This is an optimization exercise on Yosys and OpenROAD, whose aim is small area and a short achievable clock period, not a production implementation. Function was checked by simulation only, so behaviour that the tests miss may differ from the original. Power figures rest on the tool's default switching activity, not on a simulated workload.

--- flow/design.v ---
module mac #(
	parameter DW = 32
) (
	input  [DW-1:0]   data,
	input  [DW/2-1:0] one,
	input  [DW/2-1:0] two,
	input  [DW/2-1:0] neg,
	input             keep,
	input             cnt_c,
	output [DW-1:0]   result,
	input             clk
);
reg  [DW-1:0] st0;
reg  [DW-1:0] st1;
wire [DW-1:0] fb0 = st0 & {DW{keep}};
wire [DW-1:0] fb1 = st1 & {DW{keep}};
wire [DW-1:0] nx0;
wire [DW-1:0] nx1;
wire [DW-1:0] pp [0:DW/2-1];
genvar j, k;
generate
	for (j = 0; j < DW/2; j = j + 1) begin : rows
		for (k = 0; k < DW - 2*j; k = k + 1) begin : bits
			if (k == 0)
				assign pp[j][k] = (one[j] & data[k]) ^ neg[j];
			else
				assign pp[j][k] = ((one[j] & data[k]) | (two[j] & data[k-1])) ^ neg[j];
		end
		if (j > 0)
			assign pp[j][DW-1:DW-2*j] = 'b0;
	end
endgenerate
wire s0, k0, s1, k1, s2, k2, s3, k3, s4, k4, s5, k5, s6, k6, s7, k7, s8, k8, s9, k9, s10, k10, s11, k11, s12, k12, s13, k13, s14, k14, s15, k15, s16, k16, s17, k17, s18, k18, s19, k19, s20, k20, s21, k21, s22, k22, s23, k23, s24, k24, s25, k25, s26, k26, s27, k27, s28, k28, s29, k29, s30, k30, s31, k31, s32, k32, s33, k33, s34, k34, s35, k35, s36, k36, s37, k37, s38, k38, s39, k39, s40, k40, s41, k41, s42, k42, s43, k43, s44, k44, s45, k45, s46, k46, s47, k47, s48, k48, s49, k49, s50, k50, s51, k51, s52, k52, s53, k53, s54, k54, s55, k55, s56, k56, s57, k57, s58, k58, s59, k59, s60, k60, s61, k61, s62, k62, s63, k63, s64, k64, s65, k65, s66, k66, s67, k67, s68, k68, s69, k69, s70, k70, s71, k71, s72, k72, s73, k73, s74, k74, s75, k75, s76, k76, s77, k77, s78, k78, s79, k79, s80, k80, s81, k81, s82, k82, s83, k83, s84, k84, s85, k85, s86, k86, s87, k87, s88, k88, s89, k89, s90, k90, s91, k91, s92, k92, s93, k93, s94, k94, s95, k95, s96, k96, s97, k97, s98, k98, s99, k99, s100, k100, s101, k101, s102, k102, s103, k103, s104, k104, s105, k105, s106, k106, s107, k107, s108, k108, s109, k109, s110, k110, s111, k111, s112, k112, s113, k113, s114, k114, s115, k115, s116, k116, s117, k117, s118, k118, s119, k119, s120, k120, s121, k121, s122, k122, s123, k123, s124, k124, s125, k125, s126, k126, s127, k127, s128, k128, s129, k129, s130, k130, s131, k131, s132, k132, s133, k133, s134, k134, s135, k135, s136, k136, s137, k137, s138, k138, s139, k139, s140, k140, s141, k141, s142, k142, s143, k143, s144, k144, s145, k145, s146, k146, s147, k147, s148, k148, s149, k149, s150, k150, s151, k151, s152, k152, s153, k153, s154, k154, s155, k155, s156, k156, s157, k157, s158, k158, s159, k159, s160, k160, s161, k161, s162, k162, s163, k163, s164, k164, s165, k165, s166, k166, s167, k167, s168, k168, s169, k169, s170, k170, s171, k171, s172, k172, s173, k173, s174, k174, s175, k175, s176, k176, s177, k177, s178, k178, s179, k179, s180, k180, s181, k181, s182, k182, s183, k183, s184, k184, s185, k185, s186, k186, s187, k187, s188, k188, s189, k189, s190, k190, s191, k191, s192, k192, s193, k193, s194, k194, s195, k195, s196, k196, s197, k197, s198, k198, s199, k199, s200, k200, s201, k201, s202, k202, s203, k203, s204, k204, s205, k205, s206, k206, s207, k207, s208, k208, s209, k209, s210, k210, s211, k211, s212, k212, s213, k213, s214, k214, s215, k215, s216, k216, s217, k217, s218, k218, s219, k219, s220, k220, s221, k221, s222, k222, s223, k223, s224, k224, s225, k225, s226, k226, s227, k227, s228, k228, s229, k229, s230, k230, s231, k231, s232, k232, s233, k233, s234, k234, s235, k235, s236, k236, s237, k237, s238, k238, s239, k239, s240, k240, s241, k241, s242, k242, s243, k243, s244, k244, s245, k245, s246, k246, s247, k247, s248, k248, s249, k249, s250, k250, s251, k251, s252, k252, s253, k253, s254, k254, s255, k255, s256, s257, s258, s259, s260, s261, s262, s263, s264, s265, s266, s267, s268, s269, s270, s271;
  fa u_fa0 (.a(neg[0]), .b(fb0[0]), .c(fb1[0]), .s(s0), .co(k0));
  assign nx0[0] = pp[0][0];
  assign nx1[0] = s0;
  fa u_fa1 (.a(fb0[1]), .b(fb1[1]), .c(pp[0][1]), .s(s1), .co(k1));
  assign nx0[1] = k0;
  assign nx1[1] = s1;
  fa u_fa2 (.a(neg[1]), .b(fb0[2]), .c(fb1[2]), .s(s2), .co(k2));
  fa u_fa3 (.a(pp[0][2]), .b(pp[1][0]), .c(s2), .s(s3), .co(k3));
  assign nx0[2] = k1;
  assign nx1[2] = s3;
  fa u_fa4 (.a(fb0[3]), .b(fb1[3]), .c(pp[0][3]), .s(s4), .co(k4));
  fa u_fa5 (.a(pp[1][1]), .b(k2), .c(s4), .s(s5), .co(k5));
  assign nx0[3] = k3;
  assign nx1[3] = s5;
  fa u_fa6 (.a(neg[2]), .b(fb0[4]), .c(fb1[4]), .s(s6), .co(k6));
  fa u_fa7 (.a(pp[0][4]), .b(pp[1][2]), .c(pp[2][0]), .s(s7), .co(k7));
  fa u_fa8 (.a(s6), .b(k4), .c(s7), .s(s8), .co(k8));
  assign nx0[4] = k5;
  assign nx1[4] = s8;
  fa u_fa9 (.a(fb0[5]), .b(fb1[5]), .c(pp[0][5]), .s(s9), .co(k9));
  fa u_fa10 (.a(pp[1][3]), .b(pp[2][1]), .c(k6), .s(s10), .co(k10));
  fa u_fa11 (.a(k7), .b(s9), .c(s10), .s(s11), .co(k11));
  assign nx0[5] = k8;
  assign nx1[5] = s11;
  fa u_fa12 (.a(neg[3]), .b(fb0[6]), .c(fb1[6]), .s(s12), .co(k12));
  fa u_fa13 (.a(pp[0][6]), .b(pp[1][4]), .c(pp[2][2]), .s(s13), .co(k13));
  fa u_fa14 (.a(pp[3][0]), .b(s12), .c(k9), .s(s14), .co(k14));
  fa u_fa15 (.a(s13), .b(k10), .c(s14), .s(s15), .co(k15));
  assign nx0[6] = k11;
  assign nx1[6] = s15;
  fa u_fa16 (.a(fb0[7]), .b(fb1[7]), .c(pp[0][7]), .s(s16), .co(k16));
  fa u_fa17 (.a(pp[1][5]), .b(pp[2][3]), .c(pp[3][1]), .s(s17), .co(k17));
  fa u_fa18 (.a(k12), .b(k13), .c(s16), .s(s18), .co(k18));
  fa u_fa19 (.a(s17), .b(k14), .c(s18), .s(s19), .co(k19));
  assign nx0[7] = k15;
  assign nx1[7] = s19;
  fa u_fa20 (.a(neg[4]), .b(fb0[8]), .c(fb1[8]), .s(s20), .co(k20));
  fa u_fa21 (.a(pp[0][8]), .b(pp[1][6]), .c(pp[2][4]), .s(s21), .co(k21));
  fa u_fa22 (.a(pp[3][2]), .b(pp[4][0]), .c(s20), .s(s22), .co(k22));
  fa u_fa23 (.a(k16), .b(k17), .c(s21), .s(s23), .co(k23));
  fa u_fa24 (.a(s22), .b(k18), .c(s23), .s(s24), .co(k24));
  assign nx0[8] = k19;
  assign nx1[8] = s24;
  fa u_fa25 (.a(fb0[9]), .b(fb1[9]), .c(pp[0][9]), .s(s25), .co(k25));
  fa u_fa26 (.a(pp[1][7]), .b(pp[2][5]), .c(pp[3][3]), .s(s26), .co(k26));
  fa u_fa27 (.a(pp[4][1]), .b(k20), .c(k21), .s(s27), .co(k27));
  fa u_fa28 (.a(s25), .b(s26), .c(k22), .s(s28), .co(k28));
  fa u_fa29 (.a(s27), .b(k23), .c(s28), .s(s29), .co(k29));
  assign nx0[9] = k24;
  assign nx1[9] = s29;
  fa u_fa30 (.a(neg[5]), .b(fb0[10]), .c(fb1[10]), .s(s30), .co(k30));
  fa u_fa31 (.a(pp[0][10]), .b(pp[1][8]), .c(pp[2][6]), .s(s31), .co(k31));
  fa u_fa32 (.a(pp[3][4]), .b(pp[4][2]), .c(pp[5][0]), .s(s32), .co(k32));
  fa u_fa33 (.a(s30), .b(k25), .c(k26), .s(s33), .co(k33));
  fa u_fa34 (.a(s31), .b(s32), .c(k27), .s(s34), .co(k34));
  fa u_fa35 (.a(s33), .b(k28), .c(s34), .s(s35), .co(k35));
  assign nx0[10] = k29;
  assign nx1[10] = s35;
  fa u_fa36 (.a(fb0[11]), .b(fb1[11]), .c(pp[0][11]), .s(s36), .co(k36));
  fa u_fa37 (.a(pp[1][9]), .b(pp[2][7]), .c(pp[3][5]), .s(s37), .co(k37));
  fa u_fa38 (.a(pp[4][3]), .b(pp[5][1]), .c(k30), .s(s38), .co(k38));
  fa u_fa39 (.a(k31), .b(k32), .c(s36), .s(s39), .co(k39));
  fa u_fa40 (.a(s37), .b(s38), .c(k33), .s(s40), .co(k40));
  fa u_fa41 (.a(s39), .b(k34), .c(s40), .s(s41), .co(k41));
  assign nx0[11] = k35;
  assign nx1[11] = s41;
  fa u_fa42 (.a(neg[6]), .b(fb0[12]), .c(fb1[12]), .s(s42), .co(k42));
  fa u_fa43 (.a(pp[0][12]), .b(pp[1][10]), .c(pp[2][8]), .s(s43), .co(k43));
  fa u_fa44 (.a(pp[3][6]), .b(pp[4][4]), .c(pp[5][2]), .s(s44), .co(k44));
  fa u_fa45 (.a(pp[6][0]), .b(s42), .c(k36), .s(s45), .co(k45));
  fa u_fa46 (.a(k37), .b(s43), .c(s44), .s(s46), .co(k46));
  fa u_fa47 (.a(k38), .b(s45), .c(k39), .s(s47), .co(k47));
  fa u_fa48 (.a(s46), .b(k40), .c(s47), .s(s48), .co(k48));
  assign nx0[12] = k41;
  assign nx1[12] = s48;
  fa u_fa49 (.a(fb0[13]), .b(fb1[13]), .c(pp[0][13]), .s(s49), .co(k49));
  fa u_fa50 (.a(pp[1][11]), .b(pp[2][9]), .c(pp[3][7]), .s(s50), .co(k50));
  fa u_fa51 (.a(pp[4][5]), .b(pp[5][3]), .c(pp[6][1]), .s(s51), .co(k51));
  fa u_fa52 (.a(k42), .b(k43), .c(k44), .s(s52), .co(k52));
  fa u_fa53 (.a(s49), .b(s50), .c(s51), .s(s53), .co(k53));
  fa u_fa54 (.a(k45), .b(s52), .c(k46), .s(s54), .co(k54));
  fa u_fa55 (.a(s53), .b(k47), .c(s54), .s(s55), .co(k55));
  assign nx0[13] = k48;
  assign nx1[13] = s55;
  fa u_fa56 (.a(neg[7]), .b(fb0[14]), .c(fb1[14]), .s(s56), .co(k56));
  fa u_fa57 (.a(pp[0][14]), .b(pp[1][12]), .c(pp[2][10]), .s(s57), .co(k57));
  fa u_fa58 (.a(pp[3][8]), .b(pp[4][6]), .c(pp[5][4]), .s(s58), .co(k58));
  fa u_fa59 (.a(pp[6][2]), .b(pp[7][0]), .c(s56), .s(s59), .co(k59));
  fa u_fa60 (.a(k49), .b(k50), .c(k51), .s(s60), .co(k60));
  fa u_fa61 (.a(s57), .b(s58), .c(s59), .s(s61), .co(k61));
  fa u_fa62 (.a(k52), .b(s60), .c(k53), .s(s62), .co(k62));
  fa u_fa63 (.a(s61), .b(k54), .c(s62), .s(s63), .co(k63));
  assign nx0[14] = k55;
  assign nx1[14] = s63;
  fa u_fa64 (.a(fb0[15]), .b(fb1[15]), .c(pp[0][15]), .s(s64), .co(k64));
  fa u_fa65 (.a(pp[1][13]), .b(pp[2][11]), .c(pp[3][9]), .s(s65), .co(k65));
  fa u_fa66 (.a(pp[4][7]), .b(pp[5][5]), .c(pp[6][3]), .s(s66), .co(k66));
  fa u_fa67 (.a(pp[7][1]), .b(k56), .c(k57), .s(s67), .co(k67));
  fa u_fa68 (.a(k58), .b(s64), .c(s65), .s(s68), .co(k68));
  fa u_fa69 (.a(s66), .b(k59), .c(k60), .s(s69), .co(k69));
  fa u_fa70 (.a(s67), .b(s68), .c(k61), .s(s70), .co(k70));
  fa u_fa71 (.a(k62), .b(s69), .c(s70), .s(s71), .co(k71));
  assign nx0[15] = k63;
  assign nx1[15] = s71;
  fa u_fa72 (.a(neg[8]), .b(fb0[16]), .c(fb1[16]), .s(s72), .co(k72));
  fa u_fa73 (.a(pp[0][16]), .b(pp[1][14]), .c(pp[2][12]), .s(s73), .co(k73));
  fa u_fa74 (.a(pp[3][10]), .b(pp[4][8]), .c(pp[5][6]), .s(s74), .co(k74));
  fa u_fa75 (.a(pp[6][4]), .b(pp[7][2]), .c(pp[8][0]), .s(s75), .co(k75));
  fa u_fa76 (.a(s72), .b(k64), .c(k65), .s(s76), .co(k76));
  fa u_fa77 (.a(k66), .b(s73), .c(s74), .s(s77), .co(k77));
  fa u_fa78 (.a(s75), .b(k67), .c(s76), .s(s78), .co(k78));
  fa u_fa79 (.a(k68), .b(s77), .c(k69), .s(s79), .co(k79));
  fa u_fa80 (.a(s78), .b(k70), .c(s79), .s(s80), .co(k80));
  assign nx0[16] = k71;
  assign nx1[16] = s80;
  fa u_fa81 (.a(fb0[17]), .b(fb1[17]), .c(pp[0][17]), .s(s81), .co(k81));
  fa u_fa82 (.a(pp[1][15]), .b(pp[2][13]), .c(pp[3][11]), .s(s82), .co(k82));
  fa u_fa83 (.a(pp[4][9]), .b(pp[5][7]), .c(pp[6][5]), .s(s83), .co(k83));
  fa u_fa84 (.a(pp[7][3]), .b(pp[8][1]), .c(k72), .s(s84), .co(k84));
  fa u_fa85 (.a(k73), .b(k74), .c(k75), .s(s85), .co(k85));
  fa u_fa86 (.a(s81), .b(s82), .c(s83), .s(s86), .co(k86));
  fa u_fa87 (.a(s84), .b(k76), .c(s85), .s(s87), .co(k87));
  fa u_fa88 (.a(k77), .b(s86), .c(k78), .s(s88), .co(k88));
  fa u_fa89 (.a(s87), .b(k79), .c(s88), .s(s89), .co(k89));
  assign nx0[17] = k80;
  assign nx1[17] = s89;
  fa u_fa90 (.a(neg[9]), .b(fb0[18]), .c(fb1[18]), .s(s90), .co(k90));
  fa u_fa91 (.a(pp[0][18]), .b(pp[1][16]), .c(pp[2][14]), .s(s91), .co(k91));
  fa u_fa92 (.a(pp[3][12]), .b(pp[4][10]), .c(pp[5][8]), .s(s92), .co(k92));
  fa u_fa93 (.a(pp[6][6]), .b(pp[7][4]), .c(pp[8][2]), .s(s93), .co(k93));
  fa u_fa94 (.a(pp[9][0]), .b(s90), .c(k81), .s(s94), .co(k94));
  fa u_fa95 (.a(k82), .b(k83), .c(s91), .s(s95), .co(k95));
  fa u_fa96 (.a(s92), .b(s93), .c(k84), .s(s96), .co(k96));
  fa u_fa97 (.a(k85), .b(s94), .c(k86), .s(s97), .co(k97));
  fa u_fa98 (.a(s95), .b(s96), .c(k87), .s(s98), .co(k98));
  fa u_fa99 (.a(s97), .b(k88), .c(s98), .s(s99), .co(k99));
  assign nx0[18] = k89;
  assign nx1[18] = s99;
  fa u_fa100 (.a(fb0[19]), .b(fb1[19]), .c(pp[0][19]), .s(s100), .co(k100));
  fa u_fa101 (.a(pp[1][17]), .b(pp[2][15]), .c(pp[3][13]), .s(s101), .co(k101));
  fa u_fa102 (.a(pp[4][11]), .b(pp[5][9]), .c(pp[6][7]), .s(s102), .co(k102));
  fa u_fa103 (.a(pp[7][5]), .b(pp[8][3]), .c(pp[9][1]), .s(s103), .co(k103));
  fa u_fa104 (.a(k90), .b(k91), .c(k92), .s(s104), .co(k104));
  fa u_fa105 (.a(k93), .b(s100), .c(s101), .s(s105), .co(k105));
  fa u_fa106 (.a(s102), .b(s103), .c(k94), .s(s106), .co(k106));
  fa u_fa107 (.a(s104), .b(k95), .c(k96), .s(s107), .co(k107));
  fa u_fa108 (.a(s105), .b(k97), .c(s106), .s(s108), .co(k108));
  fa u_fa109 (.a(s107), .b(k98), .c(s108), .s(s109), .co(k109));
  assign nx0[19] = k99;
  assign nx1[19] = s109;
  fa u_fa110 (.a(neg[10]), .b(fb0[20]), .c(fb1[20]), .s(s110), .co(k110));
  fa u_fa111 (.a(pp[0][20]), .b(pp[1][18]), .c(pp[2][16]), .s(s111), .co(k111));
  fa u_fa112 (.a(pp[3][14]), .b(pp[4][12]), .c(pp[5][10]), .s(s112), .co(k112));
  fa u_fa113 (.a(pp[6][8]), .b(pp[7][6]), .c(pp[8][4]), .s(s113), .co(k113));
  fa u_fa114 (.a(pp[9][2]), .b(pp[10][0]), .c(s110), .s(s114), .co(k114));
  fa u_fa115 (.a(k100), .b(k101), .c(k102), .s(s115), .co(k115));
  fa u_fa116 (.a(k103), .b(s111), .c(s112), .s(s116), .co(k116));
  fa u_fa117 (.a(s113), .b(s114), .c(k104), .s(s117), .co(k117));
  fa u_fa118 (.a(s115), .b(k105), .c(s116), .s(s118), .co(k118));
  fa u_fa119 (.a(k106), .b(s117), .c(k107), .s(s119), .co(k119));
  fa u_fa120 (.a(s118), .b(k108), .c(s119), .s(s120), .co(k120));
  assign nx0[20] = k109;
  assign nx1[20] = s120;
  fa u_fa121 (.a(fb0[21]), .b(fb1[21]), .c(pp[0][21]), .s(s121), .co(k121));
  fa u_fa122 (.a(pp[1][19]), .b(pp[2][17]), .c(pp[3][15]), .s(s122), .co(k122));
  fa u_fa123 (.a(pp[4][13]), .b(pp[5][11]), .c(pp[6][9]), .s(s123), .co(k123));
  fa u_fa124 (.a(pp[7][7]), .b(pp[8][5]), .c(pp[9][3]), .s(s124), .co(k124));
  fa u_fa125 (.a(pp[10][1]), .b(k110), .c(k111), .s(s125), .co(k125));
  fa u_fa126 (.a(k112), .b(k113), .c(s121), .s(s126), .co(k126));
  fa u_fa127 (.a(s122), .b(s123), .c(s124), .s(s127), .co(k127));
  fa u_fa128 (.a(k114), .b(k115), .c(s125), .s(s128), .co(k128));
  fa u_fa129 (.a(k116), .b(s126), .c(s127), .s(s129), .co(k129));
  fa u_fa130 (.a(k117), .b(k118), .c(s128), .s(s130), .co(k130));
  fa u_fa131 (.a(s129), .b(k119), .c(s130), .s(s131), .co(k131));
  assign nx0[21] = k120;
  assign nx1[21] = s131;
  fa u_fa132 (.a(neg[11]), .b(fb0[22]), .c(fb1[22]), .s(s132), .co(k132));
  fa u_fa133 (.a(pp[0][22]), .b(pp[1][20]), .c(pp[2][18]), .s(s133), .co(k133));
  fa u_fa134 (.a(pp[3][16]), .b(pp[4][14]), .c(pp[5][12]), .s(s134), .co(k134));
  fa u_fa135 (.a(pp[6][10]), .b(pp[7][8]), .c(pp[8][6]), .s(s135), .co(k135));
  fa u_fa136 (.a(pp[9][4]), .b(pp[10][2]), .c(pp[11][0]), .s(s136), .co(k136));
  fa u_fa137 (.a(s132), .b(k121), .c(k122), .s(s137), .co(k137));
  fa u_fa138 (.a(k123), .b(k124), .c(s133), .s(s138), .co(k138));
  fa u_fa139 (.a(s134), .b(s135), .c(s136), .s(s139), .co(k139));
  fa u_fa140 (.a(k125), .b(s137), .c(k126), .s(s140), .co(k140));
  fa u_fa141 (.a(k127), .b(s138), .c(s139), .s(s141), .co(k141));
  fa u_fa142 (.a(k128), .b(k129), .c(s140), .s(s142), .co(k142));
  fa u_fa143 (.a(s141), .b(k130), .c(s142), .s(s143), .co(k143));
  assign nx0[22] = k131;
  assign nx1[22] = s143;
  fa u_fa144 (.a(fb0[23]), .b(fb1[23]), .c(pp[0][23]), .s(s144), .co(k144));
  fa u_fa145 (.a(pp[1][21]), .b(pp[2][19]), .c(pp[3][17]), .s(s145), .co(k145));
  fa u_fa146 (.a(pp[4][15]), .b(pp[5][13]), .c(pp[6][11]), .s(s146), .co(k146));
  fa u_fa147 (.a(pp[7][9]), .b(pp[8][7]), .c(pp[9][5]), .s(s147), .co(k147));
  fa u_fa148 (.a(pp[10][3]), .b(pp[11][1]), .c(k132), .s(s148), .co(k148));
  fa u_fa149 (.a(k133), .b(k134), .c(k135), .s(s149), .co(k149));
  fa u_fa150 (.a(k136), .b(s144), .c(s145), .s(s150), .co(k150));
  fa u_fa151 (.a(s146), .b(s147), .c(s148), .s(s151), .co(k151));
  fa u_fa152 (.a(k137), .b(s149), .c(k138), .s(s152), .co(k152));
  fa u_fa153 (.a(k139), .b(s150), .c(s151), .s(s153), .co(k153));
  fa u_fa154 (.a(k140), .b(k141), .c(s152), .s(s154), .co(k154));
  fa u_fa155 (.a(s153), .b(k142), .c(s154), .s(s155), .co(k155));
  assign nx0[23] = k143;
  assign nx1[23] = s155;
  fa u_fa156 (.a(neg[12]), .b(fb0[24]), .c(fb1[24]), .s(s156), .co(k156));
  fa u_fa157 (.a(pp[0][24]), .b(pp[1][22]), .c(pp[2][20]), .s(s157), .co(k157));
  fa u_fa158 (.a(pp[3][18]), .b(pp[4][16]), .c(pp[5][14]), .s(s158), .co(k158));
  fa u_fa159 (.a(pp[6][12]), .b(pp[7][10]), .c(pp[8][8]), .s(s159), .co(k159));
  fa u_fa160 (.a(pp[9][6]), .b(pp[10][4]), .c(pp[11][2]), .s(s160), .co(k160));
  fa u_fa161 (.a(pp[12][0]), .b(s156), .c(k144), .s(s161), .co(k161));
  fa u_fa162 (.a(k145), .b(k146), .c(k147), .s(s162), .co(k162));
  fa u_fa163 (.a(s157), .b(s158), .c(s159), .s(s163), .co(k163));
  fa u_fa164 (.a(s160), .b(k148), .c(k149), .s(s164), .co(k164));
  fa u_fa165 (.a(s161), .b(s162), .c(k150), .s(s165), .co(k165));
  fa u_fa166 (.a(s163), .b(k151), .c(k152), .s(s166), .co(k166));
  fa u_fa167 (.a(s164), .b(s165), .c(k153), .s(s167), .co(k167));
  fa u_fa168 (.a(k154), .b(s166), .c(s167), .s(s168), .co(k168));
  assign nx0[24] = k155;
  assign nx1[24] = s168;
  fa u_fa169 (.a(fb0[25]), .b(fb1[25]), .c(pp[0][25]), .s(s169), .co(k169));
  fa u_fa170 (.a(pp[1][23]), .b(pp[2][21]), .c(pp[3][19]), .s(s170), .co(k170));
  fa u_fa171 (.a(pp[4][17]), .b(pp[5][15]), .c(pp[6][13]), .s(s171), .co(k171));
  fa u_fa172 (.a(pp[7][11]), .b(pp[8][9]), .c(pp[9][7]), .s(s172), .co(k172));
  fa u_fa173 (.a(pp[10][5]), .b(pp[11][3]), .c(pp[12][1]), .s(s173), .co(k173));
  fa u_fa174 (.a(k156), .b(k157), .c(k158), .s(s174), .co(k174));
  fa u_fa175 (.a(k159), .b(k160), .c(s169), .s(s175), .co(k175));
  fa u_fa176 (.a(s170), .b(s171), .c(s172), .s(s176), .co(k176));
  fa u_fa177 (.a(s173), .b(k161), .c(k162), .s(s177), .co(k177));
  fa u_fa178 (.a(s174), .b(k163), .c(s175), .s(s178), .co(k178));
  fa u_fa179 (.a(s176), .b(k164), .c(k165), .s(s179), .co(k179));
  fa u_fa180 (.a(s177), .b(s178), .c(k166), .s(s180), .co(k180));
  fa u_fa181 (.a(s179), .b(k167), .c(s180), .s(s181), .co(k181));
  assign nx0[25] = k168;
  assign nx1[25] = s181;
  fa u_fa182 (.a(neg[13]), .b(fb0[26]), .c(fb1[26]), .s(s182), .co(k182));
  fa u_fa183 (.a(pp[0][26]), .b(pp[1][24]), .c(pp[2][22]), .s(s183), .co(k183));
  fa u_fa184 (.a(pp[3][20]), .b(pp[4][18]), .c(pp[5][16]), .s(s184), .co(k184));
  fa u_fa185 (.a(pp[6][14]), .b(pp[7][12]), .c(pp[8][10]), .s(s185), .co(k185));
  fa u_fa186 (.a(pp[9][8]), .b(pp[10][6]), .c(pp[11][4]), .s(s186), .co(k186));
  fa u_fa187 (.a(pp[12][2]), .b(pp[13][0]), .c(s182), .s(s187), .co(k187));
  fa u_fa188 (.a(k169), .b(k170), .c(k171), .s(s188), .co(k188));
  fa u_fa189 (.a(k172), .b(k173), .c(s183), .s(s189), .co(k189));
  fa u_fa190 (.a(s184), .b(s185), .c(s186), .s(s190), .co(k190));
  fa u_fa191 (.a(s187), .b(k174), .c(s188), .s(s191), .co(k191));
  fa u_fa192 (.a(k175), .b(k176), .c(s189), .s(s192), .co(k192));
  fa u_fa193 (.a(s190), .b(k177), .c(k178), .s(s193), .co(k193));
  fa u_fa194 (.a(s191), .b(s192), .c(k179), .s(s194), .co(k194));
  fa u_fa195 (.a(s193), .b(k180), .c(s194), .s(s195), .co(k195));
  assign nx0[26] = k181;
  assign nx1[26] = s195;
  fa u_fa196 (.a(fb0[27]), .b(fb1[27]), .c(pp[0][27]), .s(s196), .co(k196));
  fa u_fa197 (.a(pp[1][25]), .b(pp[2][23]), .c(pp[3][21]), .s(s197), .co(k197));
  fa u_fa198 (.a(pp[4][19]), .b(pp[5][17]), .c(pp[6][15]), .s(s198), .co(k198));
  fa u_fa199 (.a(pp[7][13]), .b(pp[8][11]), .c(pp[9][9]), .s(s199), .co(k199));
  fa u_fa200 (.a(pp[10][7]), .b(pp[11][5]), .c(pp[12][3]), .s(s200), .co(k200));
  fa u_fa201 (.a(pp[13][1]), .b(k182), .c(k183), .s(s201), .co(k201));
  fa u_fa202 (.a(k184), .b(k185), .c(k186), .s(s202), .co(k202));
  fa u_fa203 (.a(s196), .b(s197), .c(s198), .s(s203), .co(k203));
  fa u_fa204 (.a(s199), .b(s200), .c(k187), .s(s204), .co(k204));
  fa u_fa205 (.a(k188), .b(s201), .c(s202), .s(s205), .co(k205));
  fa u_fa206 (.a(k189), .b(k190), .c(s203), .s(s206), .co(k206));
  fa u_fa207 (.a(s204), .b(k191), .c(k192), .s(s207), .co(k207));
  fa u_fa208 (.a(s205), .b(s206), .c(k193), .s(s208), .co(k208));
  fa u_fa209 (.a(s207), .b(k194), .c(s208), .s(s209), .co(k209));
  assign nx0[27] = k195;
  assign nx1[27] = s209;
  fa u_fa210 (.a(neg[14]), .b(fb0[28]), .c(fb1[28]), .s(s210), .co(k210));
  fa u_fa211 (.a(pp[0][28]), .b(pp[1][26]), .c(pp[2][24]), .s(s211), .co(k211));
  fa u_fa212 (.a(pp[3][22]), .b(pp[4][20]), .c(pp[5][18]), .s(s212), .co(k212));
  fa u_fa213 (.a(pp[6][16]), .b(pp[7][14]), .c(pp[8][12]), .s(s213), .co(k213));
  fa u_fa214 (.a(pp[9][10]), .b(pp[10][8]), .c(pp[11][6]), .s(s214), .co(k214));
  fa u_fa215 (.a(pp[12][4]), .b(pp[13][2]), .c(pp[14][0]), .s(s215), .co(k215));
  fa u_fa216 (.a(s210), .b(k196), .c(k197), .s(s216), .co(k216));
  fa u_fa217 (.a(k198), .b(k199), .c(k200), .s(s217), .co(k217));
  fa u_fa218 (.a(s211), .b(s212), .c(s213), .s(s218), .co(k218));
  fa u_fa219 (.a(s214), .b(s215), .c(k201), .s(s219), .co(k219));
  fa u_fa220 (.a(k202), .b(s216), .c(s217), .s(s220), .co(k220));
  fa u_fa221 (.a(k203), .b(s218), .c(k204), .s(s221), .co(k221));
  fa u_fa222 (.a(k205), .b(s219), .c(k206), .s(s222), .co(k222));
  fa u_fa223 (.a(s220), .b(s221), .c(k207), .s(s223), .co(k223));
  fa u_fa224 (.a(s222), .b(k208), .c(s223), .s(s224), .co(k224));
  assign nx0[28] = k209;
  assign nx1[28] = s224;
  fa u_fa225 (.a(fb0[29]), .b(fb1[29]), .c(pp[0][29]), .s(s225), .co(k225));
  fa u_fa226 (.a(pp[1][27]), .b(pp[2][25]), .c(pp[3][23]), .s(s226), .co(k226));
  fa u_fa227 (.a(pp[4][21]), .b(pp[5][19]), .c(pp[6][17]), .s(s227), .co(k227));
  fa u_fa228 (.a(pp[7][15]), .b(pp[8][13]), .c(pp[9][11]), .s(s228), .co(k228));
  fa u_fa229 (.a(pp[10][9]), .b(pp[11][7]), .c(pp[12][5]), .s(s229), .co(k229));
  fa u_fa230 (.a(pp[13][3]), .b(pp[14][1]), .c(k210), .s(s230), .co(k230));
  fa u_fa231 (.a(k211), .b(k212), .c(k213), .s(s231), .co(k231));
  fa u_fa232 (.a(k214), .b(k215), .c(s225), .s(s232), .co(k232));
  fa u_fa233 (.a(s226), .b(s227), .c(s228), .s(s233), .co(k233));
  fa u_fa234 (.a(s229), .b(s230), .c(k216), .s(s234), .co(k234));
  fa u_fa235 (.a(k217), .b(s231), .c(k218), .s(s235), .co(k235));
  fa u_fa236 (.a(s232), .b(s233), .c(k219), .s(s236), .co(k236));
  fa u_fa237 (.a(k220), .b(s234), .c(s235), .s(s237), .co(k237));
  fa u_fa238 (.a(k221), .b(s236), .c(k222), .s(s238), .co(k238));
  fa u_fa239 (.a(s237), .b(k223), .c(s238), .s(s239), .co(k239));
  assign nx0[29] = k224;
  assign nx1[29] = s239;
  fa u_fa240 (.a(neg[15]), .b(fb0[30]), .c(fb1[30]), .s(s240), .co(k240));
  fa u_fa241 (.a(pp[0][30]), .b(pp[1][28]), .c(pp[2][26]), .s(s241), .co(k241));
  fa u_fa242 (.a(pp[3][24]), .b(pp[4][22]), .c(pp[5][20]), .s(s242), .co(k242));
  fa u_fa243 (.a(pp[6][18]), .b(pp[7][16]), .c(pp[8][14]), .s(s243), .co(k243));
  fa u_fa244 (.a(pp[9][12]), .b(pp[10][10]), .c(pp[11][8]), .s(s244), .co(k244));
  fa u_fa245 (.a(pp[12][6]), .b(pp[13][4]), .c(pp[14][2]), .s(s245), .co(k245));
  fa u_fa246 (.a(pp[15][0]), .b(s240), .c(k225), .s(s246), .co(k246));
  fa u_fa247 (.a(k226), .b(k227), .c(k228), .s(s247), .co(k247));
  fa u_fa248 (.a(k229), .b(s241), .c(s242), .s(s248), .co(k248));
  fa u_fa249 (.a(s243), .b(s244), .c(s245), .s(s249), .co(k249));
  fa u_fa250 (.a(k230), .b(k231), .c(s246), .s(s250), .co(k250));
  fa u_fa251 (.a(s247), .b(k232), .c(k233), .s(s251), .co(k251));
  fa u_fa252 (.a(s248), .b(s249), .c(k234), .s(s252), .co(k252));
  fa u_fa253 (.a(k235), .b(s250), .c(s251), .s(s253), .co(k253));
  fa u_fa254 (.a(k236), .b(s252), .c(k237), .s(s254), .co(k254));
  fa u_fa255 (.a(s253), .b(k238), .c(s254), .s(s255), .co(k255));
  assign nx0[30] = k239;
  assign nx1[30] = s255;
  fa u_fa256 (.a(fb0[31]), .b(fb1[31]), .c(pp[0][31]), .s(s256), .co());
  fa u_fa257 (.a(pp[1][29]), .b(pp[2][27]), .c(pp[3][25]), .s(s257), .co());
  fa u_fa258 (.a(pp[4][23]), .b(pp[5][21]), .c(pp[6][19]), .s(s258), .co());
  fa u_fa259 (.a(pp[7][17]), .b(pp[8][15]), .c(pp[9][13]), .s(s259), .co());
  fa u_fa260 (.a(pp[10][11]), .b(pp[11][9]), .c(pp[12][7]), .s(s260), .co());
  fa u_fa261 (.a(pp[13][5]), .b(pp[14][3]), .c(pp[15][1]), .s(s261), .co());
  fa u_fa262 (.a(k240), .b(k241), .c(k242), .s(s262), .co());
  fa u_fa263 (.a(k243), .b(k244), .c(k245), .s(s263), .co());
  fa u_fa264 (.a(s256), .b(s257), .c(s258), .s(s264), .co());
  fa u_fa265 (.a(s259), .b(s260), .c(s261), .s(s265), .co());
  fa u_fa266 (.a(k246), .b(k247), .c(s262), .s(s266), .co());
  fa u_fa267 (.a(s263), .b(k248), .c(k249), .s(s267), .co());
  fa u_fa268 (.a(s264), .b(s265), .c(k250), .s(s268), .co());
  fa u_fa269 (.a(k251), .b(s266), .c(s267), .s(s269), .co());
  fa u_fa270 (.a(k252), .b(k253), .c(s268), .s(s270), .co());
  fa u_fa271 (.a(s269), .b(k254), .c(s270), .s(s271), .co());
  assign nx0[31] = k255;
  assign nx1[31] = s271;
always @(posedge clk) begin
	st0 <= nx0;
	st1 <= nx1;
end
wire [DW-1:0] sum = st0 + st1;
relu #(.DW(DW)) u_relu (
	.valid(cnt_c),
	.data(sum),
	.result(result)
);
endmodule
module fa (
	input  a,
	input  b,
	input  c,
	output s,
	output co
);
assign s  = a ^ b ^ c;
assign co = (a & b) | (a & c) | (b & c);
endmodule
module relu #(
	parameter DW = 32
)(
	input           valid,
	input  [DW-1:0] data,
	output [DW-1:0] result
);
assign result = (valid & ~data[DW-1]) ? data : {DW{1'b0}};
endmodule
module mac_bank #(
	parameter DW = 32,
	parameter POX = 5
)(
	input  [POX-1:0][DW-1:0] data,
	input  [DW/2-1:0]        one,
	input  [DW/2-1:0]        two,
	input  [DW/2-1:0]        neg,
	input                    keep,
	input                    cnt_c,
	output [POX-1:0][DW-1:0] result,
	input                    clk
);
genvar i;
generate
	for (i = 0; i < POX; i++) begin : macs
		mac #(.DW(DW)) u_mac (
			.data(data[i]),
			.one, .two, .neg,
			.keep,
			.cnt_c,
			.result(result[i]),
			.clk
		);
	end
endgenerate
endmodule
module dwpe #(
	parameter DW = 32,
	parameter POX = 5,
	parameter KSIZE = 3
)(
	input                    clk,
	input                    rst_n,
	input                    dwpe_ena,
	input  [POX-1:0][DW-1:0] pixel_array,
	input  [DW-1:0]          weight,
	output [POX-1:0][DW-1:0] result,
	output [POX-1:0]         result_valid
);
localparam NMAX = KSIZE*KSIZE;
reg  [3:0] cnt;
wire       cnt_c = (cnt == NMAX);
always @(posedge clk) begin
	if (~rst_n | ~dwpe_ena | cnt_c) cnt <= 4'd0;
	else cnt <= cnt + 4'd1;
end
wire keep = rst_n & ~cnt_c;
wire acc  = keep & dwpe_ena;
wire [DW:0] w = {weight, 1'b0};
wire [DW/2-1:0] one, two, neg;
genvar j;
generate
	for (j = 0; j < DW/2; j = j + 1) begin : booth
		wire b0 = w[2*j], b1 = w[2*j+1], b2 = w[2*j+2];
		assign one[j] = acc & (b1 ^ b0);
		assign two[j] = acc & ((b2 & ~b1 & ~b0) | (~b2 & b1 & b0));
		assign neg[j] = acc & b2 & ~(b1 & b0);
	end
endgenerate
mac_bank #(.DW(DW), .POX(POX)) u_mac_bank (
	.data(pixel_array),
	.one, .two, .neg,
	.keep,
	.cnt_c,
	.result,
	.clk
);
assign result_valid = {POX{cnt_c}};
endmodule
module dwpe_top #(
	parameter DW = 32,
	parameter POX = 5,
	parameter KSIZE = 3
)(
	input 					clk,
	input 					rst_n,
	input 					dwpe_ena,
	input [POX*DW-1:0]		pixel_array,
	input [DW-1:0]			weight,
	output[POX*DW-1:0]		result,
	output[POX-1:0]			result_valid
);
dwpe #(
	.DW(DW),
	.POX(POX),
	.KSIZE(KSIZE)
) u_dwpe (
	.clk,
	.rst_n,
	.dwpe_ena,
	.pixel_array(pixel_array),
	.weight,
	.result(result),
	.result_valid(result_valid)
);
endmodule
--- flow/run.sh ---
#!/bin/bash
# synth_recipe.tcl (not shown) runs the flow's synth.tcl, then flattens the netlist and writes it again
# the make line also repeats each setting of config.mk as NAME=value (left out here)
make -C /OpenROAD-flow-scripts/flow DESIGN_CONFIG=/design/flow/config.mk WORK_HOME=/design/flow/orfs CLKGATE_MAP_FILE= SYNTH_SCRIPT=/design/flow/synth_recipe.tcl finish
--- flow/config.mk ---
export PLATFORM = sky130hd
export DESIGN_NAME = dwpe_top
export DESIGN_NICKNAME = dwpe_top
export VERILOG_FILES = /design/flow/design.v
export SDC_FILE = /design/flow/constraint.sdc
export NUM_CORES = 4
export LEC_CHECK = 0
export CAP_MARGIN = 20
export CORE_MARGIN = 2
export CORE_UTILIZATION = 40
export PLACE_DENSITY = 0.6
export SETUP_SLACK_MARGIN = 3.5
export SLEW_MARGIN = 20
export SYNTH_HIERARCHICAL = 1
--- flow/constraint.sdc ---
create_clock -name core_clock -period 9.0 [get_ports {clk}]
set_input_delay 1.8000 -clock core_clock [delete_from_list [all_inputs] [get_ports {clk}]]
set_output_delay 1.8000 -clock core_clock [all_outputs]
set_load 0.01 [all_outputs]
==> results of run 1 <==
-- report_power, final --
group          switching, W  internal, W  leakage (nW)
Sequential         0.000634      0.00234          2.72
Combinational       0.00976      0.00822          31.0
Clock              0.000825      0.00111         0.741
Total                0.0112       0.0117          34.5
-- what timing repair did --
item / 4_1_cts / 5_1_grt
resized for setup: 806 / 551
pin swaps: 157 / 223
gates cloned: 86 / 34
buffers inserted: 248 / 134
setup endpoints to repair: 374 / 266
-- logic make-up after synthesis --
| group | after synthesis |
|---|---|
| AOI/OAI and AO/OA | 1805 |
| adders and majority gates | 1537 |
| xor gates and xnor gates | 1502 |
| and+or+nand+nor | 962 |
| buffers and inverters | 797 |
| DFF | 324 |
| other | 5 |
-- sequential cells by signal, indices dropped and copies added (netlist names) --
register and flops:
u_dwpe.cnt 4, u_dwpe.u_mac_bank.macs.u_mac.st0 160, u_dwpe.u_mac_bank.macs.u_mac.st1 160
-- metal layers --
metal | wire length [um] | global-route usage (%)
met1 | 116000 | 41.4
met5 | 95 | 0.0529
met4 | 33200 | 25.9
met2 | 146000 | 52.7
met3 | 46700 | 12.8
-- Yosys cell counts (40+ instances only) --
cell type / n / area (sq um)
nor2_1: 114 / 428
dfxtp_1: 324 / 6490
o21ai_0: 85 / 425
buf_4: 40 / 300
nand2_1: 190 / 713
and3b_1: 150 / 1310
ha_1: 172 / 2150
clkbuf_1: 565 / 2120
xnor2_1: 1441 / 12600
fa_1: 1365 / 27300
a21o_1: 65 / 488
a22oi_1: 1285 / 9650
inv_1: 42 / 158
xor2_1: 61 / 534
buf_1: 130 / 488
o21bai_1: 40 / 300
a21oi_1: 180 / 901
and2_1: 325 / 2030
-- worst paths after layout --
path,startpoint,endpoint,depth (start not counted)
worst max register to register,u_dwpe.cnt[0]$_SDFF_PP0_,u_dwpe.u_mac_bank.macs[0].u_mac.st1[29]$_DFF_P_,17
worst min-delay path,u_dwpe.cnt[0]$_SDFF_PP0_,u_dwpe.cnt[0]$_SDFF_PP0_,1
worst min register to register,u_dwpe.cnt[0]$_SDFF_PP0_,u_dwpe.cnt[0]$_SDFF_PP0_,1
worst max-delay path,dwpe_ena,u_dwpe.u_mac_bank.macs[0].u_mac.st1[29]$_DFF_P_,16
-- worst register-to-register path, delay by kind of cell (launching register included) --
kind | cells | cell delay (ns)
flops | 1 | 0.38
simple gates | 3 | 0.75
compound gates | 1 | 0.22
buf+inv | 5 | 0.75
fa+ha+maj | 7 | 2.94
xor+xnor | 1 | 0.13
-- layout make-up --
cell class / count / area, sq um / share of cell area, %
Clock inverter: 25 / 259 / 0.294
Clock buffer: 57 / 1260 / 1.43
Tap cell: 2340 / 2930 / 3.32
Antenna cell: 34 / 85.1 / 0.0965
Inverter: 42 / 160 / 0.182
Multi-Input combinational cell: 5848 / 65100 / 73.9
Timing Repair Buffer: 1009 / 11800 / 13.4
Sequential cell: 324 / 6540 / 7.42
-- metrics by stage --
step           power, W  hold WS (ns)
6_report         0.0229         0.485
5_1_grt          0.0246         0.502
4_1_cts          0.0218         0.481
3_5_place_dp     0.0181         0.467
3_3_place_gp     0.0178         0.448
2_1_floorplan    0.0138         0.433
==> flow_metrics.env, run 1 <==
export IMPL_start_util_pct=40.3
export IMPL_grt_max_degree=155
export IMPL_drt_first_pass_iters=11
export IMPL_drv_cap=0
export IMPL_synth_simple_area_share_pct=8.12
export IMPL_clk_pin_slew_worst_paths_ns=0.06
export IMPL_finalMaxSlewViolations=0
export IMPL_layout_drive_gt1_share_pct=22.4
export IMPL_gp_congestion=0.911
export IMPL_leakage_nw=34.5
export IMPL_cp_data_arrival_time_ns=6.16
export IMPL_fin_nets=9002
export IMPL_drtIter0Drc=9104
export IMPL_tightest_slew_ns=1.25
export IMPL_syn_num_nets=8664
export IMPL_ir_worst_vdd_uv=163
export IMPL_crit_slowest_cell="fa_1"
export IMPL_dp_hpwl_mm=190
export IMPL_port_buffers=354
export IMPL_fin_cells=9679
export IMPL_n_fill_cell=15700
export IMPL_cp_required_ns=9.54
export IMPL_fin_ws_ns=3.37
export IMPL_fmax_mhz=178
export IMPL_finalCritPeriodShare_pct=62.5
export IMPL_powerDensity_nw_per_um2=260
export IMPL_synth_edf_count=0
export IMPL_synth_main_ff_cell="dfxtp_1"
export IMPL_rsz0062_at_grt="true"
export IMPL_cp_start_kind="primary input"
export IMPL_ys_seq_elements=324
export IMPL_yosysSeqAreaShare_pct=9.11
export IMPL_setup_worst_path_end_class="flip-flop"
export IMPL_root_buffer="clkbuf_16"
export IMPL_crit_family="adder cells"
export IMPL_antenna_found_initial=41
export IMPL_crit_chain="buf_12 -> and3_4 -> buf_12 -> buf_12 -> and2_4 -> buf_12 -> buf_16 -> buf_12 -> a22oi_2 -> xnor2_2 -> fa_1 -> fa_1 -> fa_2 -> fa_2 -> fa_2 -> fa_1"
export IMPL_yosys_warnings=8
export IMPL_synth_top_family_by_area="adder cells"
export IMPL_dp_cells=9061
export IMPL_clockBufferDepth=3
export IMPL_status="no timing/DRC/antenna violations"
export IMPL_dpl_instance_area_sq_um=77800
export IMPL_synthArstFlopShare_pct=0
export IMPL_grt_pass1_vias=65800
export IMPL_ctsHtreeMaxLevel=2
export IMPL_crit_type="in -> reg"
export IMPL_final_cell_mix="1368 x xnor2_1, 1241 x a22oi_1, 1077 x fa_1"
export IMPL_wl_per_cell_um=35.3
export IMPL_core_area_sq_um=176000
export IMPL_synth_fa_ha_area_share_pct=41.4
export IMPL_synth_compound_area_share_pct=18.4
export IMPL_cts_buffers=45
export IMPL_cpPeakStageDelay_ns=0.55
export IMPL_rows=154
export IMPL_max_slew_margin_pct=16.9
export IMPL_syn_instance_count=6932
export IMPL_setup_viol=0
export IMPL_place_ws_ns=1.57
export IMPL_finalHoldViolCount=0
export IMPL_vias=64100
export IMPL_synth_xor_area_share_pct=18.5
export IMPL_ant_nets=0
export IMPL_drc=0
export IMPL_clk_latency_ns=0.70
export IMPL_cp_common_cell="buf_12"
export IMPL_final_area_sq_um=88200
export IMPL_die_w_um=426
export IMPL_cts_tree="built"
export IMPL_area_growth_pct=23.8
export IMPL_hp_class="reg -> reg"
export IMPL_r2r_slack_ns=3.67
export IMPL_syn_avg_cell_area_sq_um=10.3
export IMPL_period_needed_ns=5.63
export IMPL_dieArea_sq_um=181000
export IMPL_skew_ns=0.0729
export IMPL_routed_via_density=6.62
export IMPL_worstPathBufferInverterCount=6
export IMPL_synthMuxAreaShare_pct=0
export IMPL_gr_usage_all_layers_pct=35.2
export IMPL_chipHeight_um=426
export IMPL_utilization_pct=49.9
export IMPL_syn_area_sq_um=71200
export IMPL_holdBufCountCts=0
export IMPL_io_pins=360
export IMPL_cts_sinks=324
export IMPL_grt_overflow_total=0
export IMPL_final_setup_tns_ns=0
export IMPL_cp_max_fo=8
export IMPL_ys_types=60
export IMPL_wl_mm=342
export IMPL_grt_pass1_wl_mm=466
export IMPL_layout_commonest_cell="xnor2_1"
==> run 2: changes to the inputs <==
--- a/flow/config.mk
+++ b/flow/config.mk
@@ -9,6 +9,6 @@
 export CORE_MARGIN = 2
 export CORE_UTILIZATION = 40
 export PLACE_DENSITY = 0.6
-export SETUP_SLACK_MARGIN = 3.5
+export SETUP_SLACK_MARGIN = 2.5
 export SLEW_MARGIN = 20
 export SYNTH_HIERARCHICAL = 1
==> run 2 against run 1 <==
Cell count down 4.7%. Combinational power down 15%. First-iteration DRC count down 26%. Clock power up 5%. Routed wire length down 18%. Critical endpoint is now u_dwpe.u_mac_bank.macs[1].u_mac.st1[25]$_DFF_P_. Largest power group unchanged. Highest routed layer unchanged.
==> flow_metrics.env, run 2 <==
export IMPL_cts_tree="built"
export IMPL_crit_family="adder cells"
export IMPL_dp_hpwl_mm=193
export IMPL_synth_edf_count=0
export IMPL_finalHoldViolCount=0
export IMPL_ys_seq_elements=324
export IMPL_routed_via_density=6.37
export IMPL_largest_registers="u_dwpe.u_mac_bank.macs.u_mac.st0 x160, u_dwpe.u_mac_bank.macs.u_mac.st1 x160, u_dwpe.cnt x4"
export IMPL_final_setup_tns_ns=0
export IMPL_clk_latency_ns=0.68
export IMPL_wl_mm=280
export IMPL_cpPeakStageDelay_ns=0.62
export IMPL_drt_first_pass_iters=7
export IMPL_syn_area_sq_um=71200
export IMPL_clock_power_share_pct=10.0
export IMPL_drv_cap=0
export IMPL_combPwrFrac_pct=75.7
export IMPL_switchingPower_w=0.0100
export IMPL_clockBufferDepth=3
export IMPL_vias=58800
export IMPL_max_slew_margin_pct=19.9
export IMPL_ant_nets=0
export IMPL_syn_num_nets=8664
export IMPL_core_area_sq_um=176000
export IMPL_cts_buffers=45
export IMPL_cp_common_cell="fa_1"
export IMPL_cts_sinks=324
export IMPL_utilization_pct=45.0
export IMPL_synthArstFlopShare_pct=0
export IMPL_grt_pass1_wl_mm=418
export IMPL_cp_data_arrival_time_ns=7.02
export IMPL_finalCritPeriodShare_pct=72.1
export IMPL_ys_types=60
export IMPL_drc=0
export IMPL_powerDensity_nw_per_um2=255
export IMPL_crit_type="in -> reg"
export IMPL_ctsHtreeMaxLevel=2
export IMPL_gr_usage_all_layers_pct=30.5
export IMPL_r2r_start="u_dwpe.cnt[1]$_SDFF_PP0_"
export IMPL_start_util_pct=40.3
export IMPL_cp_max_fo=26
export IMPL_period_needed_ns=6.49
export IMPL_r2r_worst_path_cells=14
export IMPL_skew_ns=0.0403
export IMPL_crit_chain="clkdlybuf4s50_1 -> ha_1 -> and2_4 -> buf_4 -> a22oi_1 -> xnor2_1 -> fa_1 -> fa_1 -> fa_1 -> fa_1 -> fa_1 -> fa_1"
export IMPL_leakage_nw=30.6
export IMPL_ys_top_cells_by_area="fa_1 38%, xnor2_1 18%, a22oi_1 14%"
export IMPL_setup_viol=0
export IMPL_r2r_end="u_dwpe.u_mac_bank.macs[1].u_mac.st1[25]$_DFF_P_"
export IMPL_yosysTopAreaCellShare_pct=38.4
export IMPL_yosys_warnings=8
export IMPL_grt_overflow_total=0
export IMPL_dieArea_sq_um=181000
export IMPL_grt_pass1_vias=63400
export IMPL_drtIter0Drc=6750
export IMPL_internal_power_w=0.0102
export IMPL_rows=154
export IMPL_port_buffers=354
export IMPL_status="no timing/DRC/antenna violations"
export IMPL_n_fill_cell=16700
export IMPL_crit_slowest_cell="and2_4"
export IMPL_setup_worst_path_end_class="flip-flop"
export IMPL_tightest_slew_ns=1.20
export IMPL_synth_common_cells="1441 x xnor2_1, 1365 x fa_1, 1285 x a22oi_1"
export IMPL_ir_worst_vdd_uv=180
export IMPL_worstPathBufferInverterCount=2
export IMPL_clk_pin_slew_worst_paths_ns=0.07
export IMPL_grt_max_degree=107
export IMPL_chipHeight_um=426
export IMPL_syn_instance_count=6932
export IMPL_synth_main_ff_cell="dfxtp_1"
export IMPL_area_growth_pct=11.4
export IMPL_io_pins=360
export IMPL_wl_per_cell_um=30.4
export IMPL_cp_required_ns=9.53
export IMPL_final_cell_mix="1441 x xnor2_1, 1365 x fa_1, 1285 x a22oi_1"
export IMPL_finalMaxSlewViolations=0
export IMPL_r2r_slack_ns=3.45
export IMPL_layout_commonest_cell="xnor2_1"
export IMPL_hp_class="reg -> reg"
export IMPL_rsz0062_at_grt="true"
export IMPL_holdPathStages=1
export IMPL_die_w_um=426
export IMPL_fmax_mhz=154
export IMPL_p_sw_share_pct=49.7
export IMPL_fin_nets=8565
export IMPL_synthMostInstantiatedCell="xnor2_1"
export IMPL_antenna_found_initial=23
export IMPL_layout_drive_gt1_share_pct=6.54
export IMPL_synth_largest_area_cell="fa_1"
export IMPL_root_buffer="clkbuf_16"
export IMPL_syn_avg_cell_area_sq_um=10.3
export IMPL_power_share_sequential_pct=14.3
export IMPL_hold_end="u_dwpe.cnt[0]$_SDFF_PP0_"
export IMPL_cp_start_kind="primary input"
export IMPL_holdCritStartpoint="u_dwpe.cnt[0]$_SDFF_PP0_"
export IMPL_gp_congestion=0.960
export IMPL_yosysSeqAreaShare_pct=9.11
## run 2: cell counts after synthesis
Identical to the previous run, type by type.
## run 2: worst max path at each step
stage                                                 endpoint                                             from  cells past startpoint  slack (ns)
2_1_floorplan  u_dwpe.u_mac_bank.macs[0].u_mac.st1[31]$_DFF_P_                                         dwpe_ena                     11        2.48
3_3_place_gp   u_dwpe.u_mac_bank.macs[0].u_mac.st1[31]$_DFF_P_                                            rst_n                     12        1.69
3_5_place_dp   u_dwpe.u_mac_bank.macs[3].u_mac.st1[21]$_DFF_P_                                            rst_n                     11        1.64
4_1_cts                                             result[29]  u_dwpe.u_mac_bank.macs[0].u_mac.st1[23]$_DFF_P_                     10        2.51
5_1_grt        u_dwpe.u_mac_bank.macs[1].u_mac.st1[25]$_DFF_P_                                       weight[13]                     12        2.48
6_report       u_dwpe.u_mac_bank.macs[1].u_mac.st1[25]$_DFF_P_                                       weight[13]                     12        2.51
## run 2: stage by stage
stage	instances	total power (W)	hold slack [ns]	instance area, sq um	worst slack (ns)
after detailed placement	9084	0.0179	0.458	77100	1.64
after global placement	9084	0.0176	0.448	77100	1.69
final	9227	0.0202	0.471	79300	2.51
after global routing	9224	0.0221	0.508	79300	2.48
after CTS	9202	0.0201	0.474	79200	2.51
after floorplan	6932	0.0135	0.433	71300	2.48
## run 2: kinds of logic after synthesis
logic type	count (synthesis)	synth area share (%)
adder cells (fa/ha/maj)	1537	41.4
flip-flops	324	9.11
AO/OA/AOI/OAI	1805	18.4
buffers and inverters	797	4.46
XOR/XNOR	1502	18.5
AND/OR/NAND/NOR	962	8.12
other	5	0.0264
## run 2: final cells by class
cell class / instances / area (sq um) / share of cell area [%]
diodes: 19 / 47.5 / 0.0599
clock buffers: 66 / 1320 / 1.66
clock inverters: 16 / 314 / 0.396
inverters: 42 / 160 / 0.202
multi-input cells: 5824 / 62000 / 78.1
flip-flops and latches: 324 / 6490 / 8.18
well taps: 2340 / 2930 / 3.69
repair buffers: 596 / 6090 / 7.68
## run 2: power groups by stage
stage               combinational, W  clock [W]  sequential [W]
CTS                           0.0152    0.00206         0.00286
global route                  0.0171    0.00210         0.00292
floorplan                     0.0110          0         0.00258
finish                        0.0153    0.00202         0.00289
global placement              0.0147          0         0.00288
detailed placement            0.0150          0         0.00288
## run 2: layer usage
| metal | wire length, um | global-route usage (%) | vias to the layer above | share of wire, % |
|---|---|---|---|---|
| met5 | 50 | 0 | - | 0.018 |
| met4 | 18600 | 18.2 | 8 | 6.6 |
| met3 | 28500 | 7.30 | 961 | 10 |
| met2 | 130000 | 48.4 | 3977 | 46 |
| met1 | 103000 | 37.8 | 30200 | 37 |
| li1 | - | - | 23700 | - |
## run 2: timing repair
item	4_1_cts	5_1_grt
cloned	12	2
resized for setup	14	10
hold buffers	0	0
pin swaps	13	4
setup buffers	24	4
setup endpoints to repair	140	134
==> run 3: changes to the inputs <==
--- a/flow/config.mk
+++ b/flow/config.mk
@@ -9,6 +9,5 @@
 export CORE_MARGIN = 2
 export CORE_UTILIZATION = 40
 export PLACE_DENSITY = 0.6
-export SETUP_SLACK_MARGIN = 2.5
 export SLEW_MARGIN = 20
 export SYNTH_HIERARCHICAL = 1
==> run 3 against run 2 <==
Still clean. Clock-buffer cell count shrank 6. Synthesized cell count is the same. Maximum frequency shrank 5.8%. Combinational power is essentially flat. Register-to-register slack lost 0.42 ns. First-iteration DRC count shrank 0.70%. Critical path type unchanged. Largest power group unchanged.
==> flow_metrics.env, run 3 <==
export IMPL_antenna_found_initial=28
export IMPL_clk_latency_ns=0.66
export IMPL_drtIter0Drc=6703
export IMPL_start_util_pct=40.3
export IMPL_drt_first_pass_iters=6
export IMPL_cp_required_ns=9.52
export IMPL_cp_max_fo=57
export IMPL_wl_per_cell_um=30.0
export IMPL_n_fill_cell=16700
export IMPL_chipHeight_um=426
export IMPL_port_buffers=354
export IMPL_syn_instance_count=6932
export IMPL_ir_worst_vdd_uv=166
export IMPL_final_area_sq_um=78600
export IMPL_cp_start_kind="primary input"
export IMPL_max_slew_margin_pct=16.8
export IMPL_drv_cap=0
export IMPL_grt_pass1_vias=62900
export IMPL_synth_common_cells="1441 x xnor2_1, 1365 x fa_1, 1285 x a22oi_1"
export IMPL_power_share_sequential_pct=13.9
export IMPL_rows=154
export IMPL_skew_ns=0.0288
export IMPL_gr_usage_all_layers_pct=30.0
export IMPL_post_cts_buffers=0
export IMPL_rsz0062_at_grt="false"
export IMPL_core_area_sq_um=176000
export IMPL_hp_class="reg -> reg"
export IMPL_syn_num_nets=8664
export IMPL_holdBufCountCts=0
export IMPL_grt_max_degree=106
export IMPL_cts_sinks=324
export IMPL_final_cell_mix="1441 x xnor2_1, 1365 x fa_1, 1285 x a22oi_1"
export IMPL_post_cts_resized=0
export IMPL_finalMaxSlewViolations=0
export IMPL_clk_pin_slew_worst_paths_ns=0.06
export IMPL_fin_nets=8510
export IMPL_layout_commonest_cell="xnor2_1"
export IMPL_fmax_mhz=145
export IMPL_grt_overflow_total=0
export IMPL_ys_types=60
export IMPL_status="no timing/DRC/antenna violations"
export IMPL_synth_largest_area_cell="fa_1"
export IMPL_area_growth_pct=10.3
export IMPL_ant_nets=0
export IMPL_largest_registers="u_dwpe.u_mac_bank.macs.u_mac.st0 x160, u_dwpe.u_mac_bank.macs.u_mac.st1 x160, u_dwpe.cnt x4"
export IMPL_cts_buffers=45
export IMPL_ctsHtreeMaxLevel=2
export IMPL_final_setup_tns_ns=0
export IMPL_internal_power_w=0.0103
export IMPL_io_pins=360
export IMPL_ys_seq_elements=324
export IMPL_finalHoldViolCount=0
export IMPL_synth_edf_count=0
export IMPL_syn_area_sq_um=71200
export IMPL_syn_avg_cell_area_sq_um=10.3
export IMPL_grtUsageMet3_pct=6.33
export IMPL_setup_worst_path_end_class="flip-flop"
export IMPL_period_needed_ns=6.89
export IMPL_combPwrFrac_pct=75.6
export IMPL_root_buffer="clkbuf_16"
export IMPL_die_w_um=426
export IMPL_vias=58600
export IMPL_synthArstFlopShare_pct=0
export IMPL_wl_mm=276
export IMPL_synth_main_ff_cell="dfxtp_1"
export IMPL_cts_tree="built"
export IMPL_r2r_worst_path_cells=15
export IMPL_use_met1_pct=37.8
export IMPL_yosysTopAreaCellShare_pct=38.4
export IMPL_crit_type="in -> reg"
export IMPL_clock_power_share_pct=10.5
export IMPL_leakage_nw=30.2
export IMPL_gp_congestion=0.928
export IMPL_drc=0
export IMPL_setup_viol=0
export IMPL_dieArea_sq_um=181000
export IMPL_dp_hpwl_mm=189
export IMPL_yosysSeqAreaShare_pct=9.11
export IMPL_ys_top_cells_by_area="fa_1 38%, xnor2_1 18%, a22oi_1 14%"
export IMPL_busiest_layer="met2"
export IMPL_use_met2_pct=48.2
export IMPL_synthMostInstantiatedCell="xnor2_1"
export IMPL_yosys_warnings=8
export IMPL_grt_pass1_wl_mm=411
export IMPL_layout_drive_gt1_share_pct=5.75
export IMPL_tightest_slew_ns=1.25
export IMPL_routed_via_density=6.38
export IMPL_finalCritPeriodShare_pct=76.5
export IMPL_holdPathStages=1
export IMPL_p_sw_share_pct=49.4
export IMPL_powerDensity_nw_per_um2=260
export IMPL_switchingPower_w=0.0101
export IMPL_clockBufferDepth=3
export IMPL_cp_data_arrival_time_ns=7.41
export IMPL_dpl_instance_area_sq_um=76800
-- run 3: cell counts after synthesis --
Identical to the previous run, type by type.
-- run 3: layout make-up --
type	instances	area, sq um	share of cell area, %
clock buffers	60	1290	1.65
repair buffers	554	5480	6.97
clock inverters	21	388	0.494
well taps	2340	2930	3.73
inverters	42	160	0.204
flip-flops and latches	324	6490	8.25
multi-input cells	5811	61800	78.6
diodes	25	62.6	0.0796
-- run 3: cells by family after synthesis --
family | count (synthesis) | share of synthesized area [%]
compound gates | 1805 | 18.4
xor+xnor | 1502 | 18.5
fa+ha+maj | 1537 | 41.4
buf+inv | 797 | 4.46
flops | 324 | 9.11
other cells | 5 | 0.0264
simple gates | 962 | 8.12
-- run 3: power groups by stage --
stage                     Combinational, W  Clock [W]  Sequential, W
after floorplan                     0.0110          0        0.00258
after global placement              0.0148          0        0.00283
after detailed placement            0.0151          0        0.00283
after CTS                           0.0153    0.00218        0.00281
after global routing                0.0171    0.00222        0.00288
final                               0.0154    0.00214        0.00283
-- run 3: path summary, 6_finish.rpt --
check	slack, ns	endpoint	from
setup / recovery	2.11	u_dwpe.u_mac_bank.macs[1].u_mac.st1[31]$_DFF_P_	rst_n
hold reg to reg	0.49	u_dwpe.cnt[0]$_SDFF_PP0_	u_dwpe.cnt[0]$_SDFF_PP0_
hold / removal	0.49	u_dwpe.cnt[0]$_SDFF_PP0_	u_dwpe.cnt[0]$_SDFF_PP0_
setup reg to reg	3.03	u_dwpe.u_mac_bank.macs[1].u_mac.st1[31]$_DFF_P_	u_dwpe.cnt[1]$_SDFF_PP0_
-- run 3: through the flow --
stage | std cells | total power, W | hold WS (ns) | setup WS [ns] | util, %
after detailed placement | 9071 | 0.0179 | 0.477 | 1.60 | 43.5
after CTS | 9152 | 0.0203 | 0.491 | 2.18 | 44.5
after floorplan | 6932 | 0.0135 | 0.433 | 1.39 | -
final | 9177 | 0.0204 | 0.491 | 2.11 | 44.5
after global routing | 9175 | 0.0222 | 0.512 | 1.98 | 44.5
after global placement | 9071 | 0.0176 | 0.446 | 1.68 | 43.5
-- run 3: metal layers --
layer	part of all wire, %	up-vias	wire [um]
li1	-	23600	-
met1	38	30100	104000
met4	5.4	2	14900
met3	9.7	868	26600
met2	47	3991	130000
met5	0.0065	-	18
-- run 3: critical path, cell delays in order --
cell	delay, ns
clkdlybuf4s50_1	0.54
nand3_4	0.38
buf_4	0.40
a21oi_4	0.15
buf_4	0.80
a22oi_1	0.22
xnor2_1	0.24
fa_1	0.47
fa_1	0.48
fa_1	0.53
fa_1	0.40
fa_1	0.53
fa_1	0.42
==> run 4: changes to the inputs <==
==> flow/flow/run.sh (new file) <==
#!/bin/bash
# Layout: the standard ORFS flow, with the port buffers made of plain
# buffers (buf_2 instead of the delay buffer buffer_ports picks by default)
# and sizing free to change a cell's footprint.
set -euo pipefail
bash standard.sh \
	BUFFER_PORTS_ARGS="-buffer_cell sky130_fd_sc_hd__buf_2" \
	MATCH_CELL_FOOTPRINT=0 \
	finish > make.log 2>&1
==> flow/standard.sh (new file) <==
#!/bin/bash
# synth_recipe.tcl (not shown) runs the flow's synth.tcl, then flattens the netlist and writes it again
# the make line also repeats each setting of config.mk as NAME=value (left out here)
make -C /OpenROAD-flow-scripts/flow DESIGN_CONFIG=/design/flow/config.mk WORK_HOME=/design/flow/orfs CLKGATE_MAP_FILE= SYNTH_SCRIPT=/design/flow/synth_recipe.tcl "${@:-finish}"
--- a/flow/config.mk
+++ b/flow/config.mk
@@ -9,5 +9,6 @@
 export CORE_MARGIN = 2
 export CORE_UTILIZATION = 40
 export PLACE_DENSITY = 0.6
+export SETUP_SLACK_MARGIN = 3.5
 export SLEW_MARGIN = 20
 export SYNTH_HIERARCHICAL = 1
removed: flow/run.sh
==> run 4 against run 3 <==
Power up 9.3%. Die area unchanged. Hold slack better by 0.022 ns. Clock-buffer cell count up 3. Cell count up 3.3%. Combinational power up 12%. Synthesized cell count unchanged. Routed wire length up 20%. Setup slack better by 1.3 ns. Core utilization up 2.6 points. Critical path depth unchanged. Non-clock buffer count up 238. Largest power group unchanged.
==> flow_metrics.env, run 4 <==
export IMPL_status="no timing/DRC/antenna violations"
export IMPL_ir_worst_vdd_uv=182
export IMPL_hp_class="reg -> reg"
export IMPL_period_needed_ns=5.62
export IMPL_final_cell_mix="1411 x xnor2_1, 1280 x a22oi_1, 1205 x fa_1"
export IMPL_crit_family="adder cells"
export IMPL_tightest_slew_ns=1.29
export IMPL_rsz0062_at_grt="true"
export IMPL_drv_cap=0
export IMPL_synthArstFlopShare_pct=0
export IMPL_ant_nets=0
export IMPL_setup_viol=0
export IMPL_holdBufCountCts=0
export IMPL_ys_top_cells_by_area="fa_1 38%, xnor2_1 18%, a22oi_1 14%"
export IMPL_cp_data_arrival_time_ns=6.20
export IMPL_hold_end="u_dwpe.cnt[0]$_SDFF_PP0_"
export IMPL_n_fill_cell=16200
export IMPL_syn_avg_cell_area_sq_um=10.3
export IMPL_setup_worst_path_end_class="flip-flop"
export IMPL_finalCritPeriodShare_pct=62.5
export IMPL_cp_common_cell="fa_2"
export IMPL_synth_largest_area_cell="fa_1"
export IMPL_io_pins=360
export IMPL_final_area_sq_um=83200
export IMPL_fin_nets=8786
export IMPL_chipHeight_um=426
export IMPL_area_growth_pct=16.8
export IMPL_crit_chain="buf_8 -> and3_4 -> buf_4 -> and2_4 -> buf_8 -> a22oi_1 -> xnor2_1 -> fa_2 -> fa_1 -> fa_2 -> fa_2 -> fa_1 -> fa_2"
export IMPL_crit_type="in -> reg"
export IMPL_ys_types=60
export IMPL_start_util_pct=40.3
export IMPL_r2r_worst_path_cells=15
export IMPL_r2r_end="u_dwpe.u_mac_bank.macs[4].u_mac.st1[30]$_DFF_P_"
export IMPL_max_slew_margin_pct=13.6
run 4: cell counts after synthesis:
Identical to the previous run, type by type.
run 4: worst max-delay path by stage:
stage / from / to / cells after the start
3_5_place_dp: rst_n / u_dwpe.u_mac_bank.macs[1].u_mac.st1[31]$_DFF_P_ / 13
6_report: rst_n / u_dwpe.u_mac_bank.macs[4].u_mac.st1[30]$_DFF_P_ / 13
2_1_floorplan: rst_n / u_dwpe.u_mac_bank.macs[1].u_mac.st1[26]$_DFF_P_ / 12
5_1_grt: rst_n / u_dwpe.u_mac_bank.macs[4].u_mac.st1[30]$_DFF_P_ / 15
3_3_place_gp: rst_n / u_dwpe.u_mac_bank.macs[1].u_mac.st1[31]$_DFF_P_ / 13
4_1_cts: u_dwpe.u_mac_bank.macs[1].u_mac.st1[26]$_DFF_P_ / result[60] / 12
run 4: area by class of cell:
type,count,area [sq um],area share [%]
multi-input cells,5846,64100,77.0
inverters,42,160,0.193
clock inverters,23,265,0.319
flip-flops and latches,324,6550,7.87
well taps,2340,2930,3.52
repair buffers,792,7720,9.28
diodes,51,128,0.153
clock buffers,63,1360,1.63
run 4: per-stage QoR:
stage	hold slack [ns]	power, W	utilization [%]	setup slack (ns)
2_1_floorplan	0.433	0.0137	-	2.99
3_3_place_gp	0.452	0.0177	42.7	1.87
6_report	0.513	0.0223	47.1	3.38
4_1_cts	0.487	0.0213	45.6	3.41
3_5_place_dp	0.478	0.0179	42.7	1.87
5_1_grt	0.527	0.0240	47.1	3.38
run 4: worst reg2reg max path, delay by kind of cell (launching register included):
kind                       cells  cell delay [ns]
AOI/OAI and AO/OA              1             0.18
xor gates and xnor gates       1             0.19
adders and majority gates      7             3.13
buffers and inverters          3             0.52
DFF                            1             0.36
and+or+nand+nor                3             0.81
run 4: layer usage:
layer | global-route usage (%) | vias up | wire, um
met5 | 0 | - | 252
met4 | 25.6 | 34 | 30800
met3 | 10.0 | 1561 | 42100
met2 | 51.5 | 5221 | 144000
met1 | 41.0 | 31700 | 114000
li1 | - | 24200 | -
run 4: logic make-up (layout without fill, tap and decap cells):
family	Yosys count	after routing	share of synthesized area [%]
AO/OA/AOI/OAI	1805	1814	18.4
XOR/XNOR	1502	1502	18.5
adder cells (fa/ha/maj)	1537	1537	41.4
buffers and inverters	797	920	4.46
flip-flops	324	324	9.11
other	5	56	0.0264
AND/OR/NAND/NOR	962	988	8.12
run 4: report_power, final:
part | total [W] | internal [W] | switching (W)
Clock | 0.00205 | 0.00120 | 0.000851
Combinational | 0.0173 | 0.00769 | 0.00960
Sequential | 0.00295 | 0.00235 | 0.000603
Total | 0.0223 | 0.0112 | 0.0111
run 4: repair_timing:
action                                  4_1_cts  5_1_grt
gates cloned                                 57       29
pin swaps                                    88      104
gates resized for setup                     277      301
endpoints found under the setup margin      329      231
setup buffers                               154       83

Re-timed with assumed drivers on the ports (clkbuf_16 on the clock, buf_2 on other inputs), run 4 has 3.410 ns of setup slack against 3.379 ns with ideal ports, and 2.657 ns once port delays also move by the mid clock arrival of 0.753 ns.
